What follows belongs to an exercise in optimizing a design on an open flow for small area and a short achievable clock period; a production flow would make more cautious choices.
Function was checked by simulation only, so behaviour that the tests miss may differ from the original.
Power is estimated from default activity; no workload was simulated.

==> 03-08: inputs <==
==> flow/design.v <==
module fifo #(
    parameter len_data = 32,
    parameter len_fifo = 16,
    localparam bit_len = $clog2(len_fifo)
)(
    input                  clk,
    input                  rst_n,
    input                  i_write,
    input                  i_read,
    input  [len_data-1:0]  i_data,
    output [len_data-1:0]  o_data,
    output                 o_empty, o_full,
    output [bit_len:0]     dbg_counter  
);
    reg [len_data-1:0] mem [1:15];
    reg [len_data-1:0] dout;
    reg [3:0]          wp, rp;       
    reg [bit_len:0]    count;
    reg                empty, full, one;
    assign o_data      = dout;
    assign o_empty     = empty;
    assign o_full      = full;
    assign dbg_counter = count;
    function [3:0] lfsr_next(input [3:0] s);
        lfsr_next = {s[2:0], s[3] ^ s[2]};
    endfunction
    wire w_acc = i_write & ~full;
    wire r_acc = i_read & ~empty;
    wire mem_we = i_write & ~full & ~empty;
    wire rp_adv = r_acc & (~one | i_write);
    wire ld_in  = empty | (one & i_read);
    wire ld_mem = i_read & ~empty & ~one;
    reg [len_data-1:0] head;
    integer k;
    always @* begin
        head = {len_data{1'b0}};
        for (k = 1; k < 16; k = k + 1)
            head = head | (mem[k] & {len_data{rp == k}});
    end
    always @(posedge clk) begin
        if (mem_we)
            mem[wp] <= i_data;
        if (ld_in)
            dout <= i_data;
        else if (ld_mem)
            dout <= head;
    end
    always @(posedge clk or negedge rst_n) begin
        if (!rst_n) begin
            wp    <= 4'd1;
            rp    <= 4'd1;
            count <= 0;
            empty <= 1'b1;
            full  <= 1'b0;
            one   <= 1'b0;
        end else begin
            if (mem_we)
                wp <= lfsr_next(wp);
            if (rp_adv)
                rp <= lfsr_next(rp);
            if (w_acc & ~r_acc) begin
                count <= count + 1'b1;
                empty <= 1'b0;
                full  <= (count == len_fifo - 1);
                one   <= empty;
            end else if (r_acc & ~w_acc) begin
                count <= count - 1'b1;
                empty <= one;
                full  <= 1'b0;
                one   <= (count == 2);
            end
        end
    end
endmodule
==> flow/run.sh <==
#!/bin/bash
# synth_recipe.tcl (not shown) runs the flow's synth.tcl, then flattens the netlist and writes it again
# the make line also repeats each setting of config.mk as NAME=value (left out here)
make -C /OpenROAD-flow-scripts/flow DESIGN_CONFIG=/design/flow/config.mk WORK_HOME=/design/flow/orfs CLKGATE_MAP_FILE= SYNTH_SCRIPT=/design/flow/synth_recipe.tcl finish
==> flow/config.mk <==
export PLATFORM = sky130hd
export DESIGN_NAME = fifo
export DESIGN_NICKNAME = fifo
export VERILOG_FILES = /design/flow/design.v
export SDC_FILE = /design/flow/constraint.sdc
export NUM_CORES = 4
export LEC_CHECK = 0
export CAP_MARGIN = 20
export CORE_MARGIN = 2
export CORE_UTILIZATION = 45
export SLEW_MARGIN = 20
==> flow/constraint.sdc <==
create_clock -name core_clock -period 4.5 [get_ports {clk}]
set_input_delay 0.9000 -clock core_clock [delete_from_list [all_inputs] [get_ports {clk}]]
set_output_delay 0.9000 -clock core_clock [all_outputs]
set_load 0.01 [all_outputs]
==> inputs of 03-03, as changes to 03-08 <==
==> flow/design.v, changed modules only <==
module fifo #(
    parameter len_data = 32,
    parameter len_fifo = 16,
    localparam bit_len = $clog2(len_fifo)
)(
    input                  clk,
    input                  rst_n,
    input                  i_write,
    input                  i_read,   
    input  [len_data-1:0]  i_data,
    output [len_data-1:0]  o_data,
    output                 o_empty, o_full,
    output [bit_len:0]     dbg_counter  
);
    reg [len_data-1:0] fifo_mem [0:len_fifo-1];
    reg [$clog2(len_fifo):0] wr_ptr, rd_ptr, count;
    assign o_data  = (count > 0) ? fifo_mem[rd_ptr] : {len_data{1'bx}};
    assign o_empty = (count == 0);
    assign o_full  = (count >= len_fifo);
    assign dbg_counter = count;
    always @(posedge clk or negedge rst_n) begin
        if (!rst_n) begin
            wr_ptr <= 0;
            rd_ptr <= 0;
            count  <= 0;
        end else begin
            if (i_write && !o_full) begin
                fifo_mem[wr_ptr] <= i_data;
                if (wr_ptr == len_fifo - 1)
                    wr_ptr <= 0;
                else
                    wr_ptr <= wr_ptr + 1;
                count  <= count + 1;
            end
            if (i_read && !o_empty) begin
                if (rd_ptr == len_fifo - 1)
                    rd_ptr <= 0;
                else
                    rd_ptr <= rd_ptr + 1;
                count  <= count - 1;
            end
            if (i_write && !o_full && i_read && !o_empty)
                count  <= count;
        end
    end
endmodule
==> inputs of 05-25, as changes to 03-08 <==
==> flow/design.v, changed modules only <==
module fifo #(
    parameter len_data = 32,
    parameter len_fifo = 16,
    localparam bit_len = $clog2(len_fifo)
)(
    input                  clk,
    input                  rst_n,
    input                  i_write,
    input                  i_read,
    input  [len_data-1:0]  i_data,
    output [len_data-1:0]  o_data,
    output                 o_empty, o_full,
    output [bit_len:0]     dbg_counter  
);
    reg [len_data-1:0] sr [1:15];
    reg [len_data-1:0] dout;
    reg [15:0]         sel;
    reg [bit_len:0]    count;
    reg                ne;              
    wire full   = sel[15];             
    wire in_now = sel[0];              
    assign o_data      = dout;
    assign o_empty     = ~ne;
    assign o_full      = full;
    assign dbg_counter = count;
    wire [bit_len:0] cnt_up = count + 1'b1;
    wire [bit_len:0] cnt_dn = count - 1'b1;
    wire [15:0] sel_up = {sel[14:0], 1'b0};
    wire [15:0] sel_dn = {1'b0, sel[15:1]};
    reg [bit_len:0] count_n;
    reg ne_n;
    reg [15:0] sel_n;
    always @* begin
        case ({i_read, i_write})
        2'b00: begin
            count_n = count;
            ne_n    = ne;
            sel_n   = sel;
        end
        2'b01: begin
            count_n = full ? count : cnt_up;
            ne_n    = 1'b1;
            sel_n   = (~ne | full) ? sel : sel_up;
        end
        2'b10: begin
            count_n = ne ? cnt_dn : count;
            ne_n    = ne & ~(in_now);
            sel_n   = in_now ? sel : sel_dn;
        end
        default: begin
            count_n = ~ne ? cnt_up : full ? cnt_dn : count;
            ne_n    = 1'b1;
            sel_n   = full ? sel_dn : sel;
        end
        endcase
    end
    reg [len_data-1:0] nxt;
    integer k;
    always @* begin
        nxt = i_data & {len_data{sel[0]}};
        for (k = 1; k < 16; k = k + 1)
            nxt = nxt | (sr[k] & {len_data{sel[k]}});
    end
    always @(posedge clk) begin
        if (i_write & ~full) begin
            sr[1] <= i_data;
            for (k = 2; k < 16; k = k + 1)
                sr[k] <= sr[k-1];
        end
        if (~ne | i_read)
            dout <= nxt;
    end
    always @(posedge clk or negedge rst_n) begin
        if (!rst_n) begin
            sel   <= 16'd1;
            count <= 0;
            ne    <= 1'b0;
        end else begin
            sel   <= sel_n;
            count <= count_n;
            ne    <= ne_n;
        end
    end
endmodule
==> flow/flow/run.sh (new file) <==
#!/bin/bash
# The standard layout (standard.sh: the standard flow's synthesis, floorplan, place, CTS,
# route, finish), with one change: the port buffers that global placement
# inserts are plain buf_2 cells instead of the delay cells buffer_ports picks
# by default, and the resizer may change a cell for any of the same
# function (MATCH_CELL_FOOTPRINT=0). The whole make output is kept in flow_make.log.
set -euo pipefail
export BUFFER_PORTS_ARGS="-buffer_cell sky130_fd_sc_hd__buf_2"
bash standard.sh MATCH_CELL_FOOTPRINT=0 finish > flow_make.log 2>&1
==> flow/standard.sh (new file) <==
#!/bin/bash
# synth_recipe.tcl (not shown) runs the flow's synth.tcl, then flattens the netlist and writes it again
# the make line also repeats each setting of config.mk as NAME=value (left out here)
make -C /OpenROAD-flow-scripts/flow DESIGN_CONFIG=/design/flow/config.mk WORK_HOME=/design/flow/orfs CLKGATE_MAP_FILE= SYNTH_SCRIPT=/design/flow/synth_recipe.tcl "${@:-finish}"
CTS_CLUSTER_DIAMETER = 120   (was unset)
CTS_CLUSTER_SIZE = 30   (was unset)
SETUP_SLACK_MARGIN = 2.45   (was unset)
removed: flow/run.sh
==> flow_summary.yaml <==
status:
  status: "finished clean"
sta:
  timing.hold.ws_ns: 0.4925
final_layout:
  layout-drive-gt1-share_pct: 12.78
  seqCellArea_um2: 15760
pwr:
  power_frac_seq_pct: 39.6
min_path:
  hold_depth: 1
synth:
  synth_nets: 1193
cts:
  clkSinkCount: 527
global_route:
  use_met2_pct: 35.31
the above is filed under 03-03

==> flow_summary.yaml <==
status:
  status: "finished clean"
drt:
  route.top_layer_used: "met4"
pwr:
  p_leak_nw: 7.487
  power_frac_seq_pct: 42.3
  intPower_mw: 9.988
cts:
  clkSinkCount: 528
  post-cts-setup-buffers: 0
final_layout:
  layout-drive-gt1-share_pct: 12.02
  seqCellArea_um2: 15790
global_route:
  grt_use_met3_pct: 4.193
  use_met2_pct: 37.50
critical_path:
  crit_arrival_ns: 3.41
  path_depth: 6
synth:
  syn_area_um2: 20420
  synth_nets: 1263
  synth.largest_area_cell: "edfxtp_1"
min_path:
  hold_depth: 1
the above is filed under 03-08

==> flow_summary.yaml <==
sta:
  slew-limit-headroom_pct: 21.99
  period_share_pct: 46.24
  timing.hold.ws_ns: 0.2910
status:
  status: "finished clean"
final_layout:
  layout-drive-gt1-share_pct: 16.65
  final_cell_mix: "512 x edfxtp_1, 129 x a22o_1, 128 x a221oi_1"
  seqCellArea_um2: 15950
cts:
  clkSinkCount: 534
drt:
  wire_per_inst_um: 27.54
  drt.antenna.violating_nets: 0
pwr:
  power.density_nw_per_um2: 566.0
  power_frac_seq_pct: 60.4
critical_path:
  r2r-start: "sel[13]"
global_route:
  use_met2_pct: 29.83
synth:
  synth_nets: 1048
the above is filed under 05-25

re-timing with driven ports:
How much do the figures lean on ideal ports? The routed layouts below were timed once more, with nothing changed but the port constraints. Step 1, drivers: a clkbuf_16 drives clk and a buf_2 each remaining input, both assumed. Step 2 also shifts input and output timing later by t, the mid clock arrival at the registers, as if the neighbouring blocks saw the same clock. Slacks: ideal ports / drivers / drivers and shift; pairs: ideal ports / drivers.
run	t (ns)	setup WS [ns]	worst setup path after step 2
03-08	0.655	1.484 / 1.484 / 0.946	input to register
03-03	0.639	0.121 / 0.070 / 0.709	register to output
05-25	0.614	2.419 / 2.365 / 1.927	input to register
After both steps setup and hold are still met in every run listed. For 03-08, which loses most, drivers alone change the setup slack by 0.000 ns; drivers and shift together by -0.538 ns.
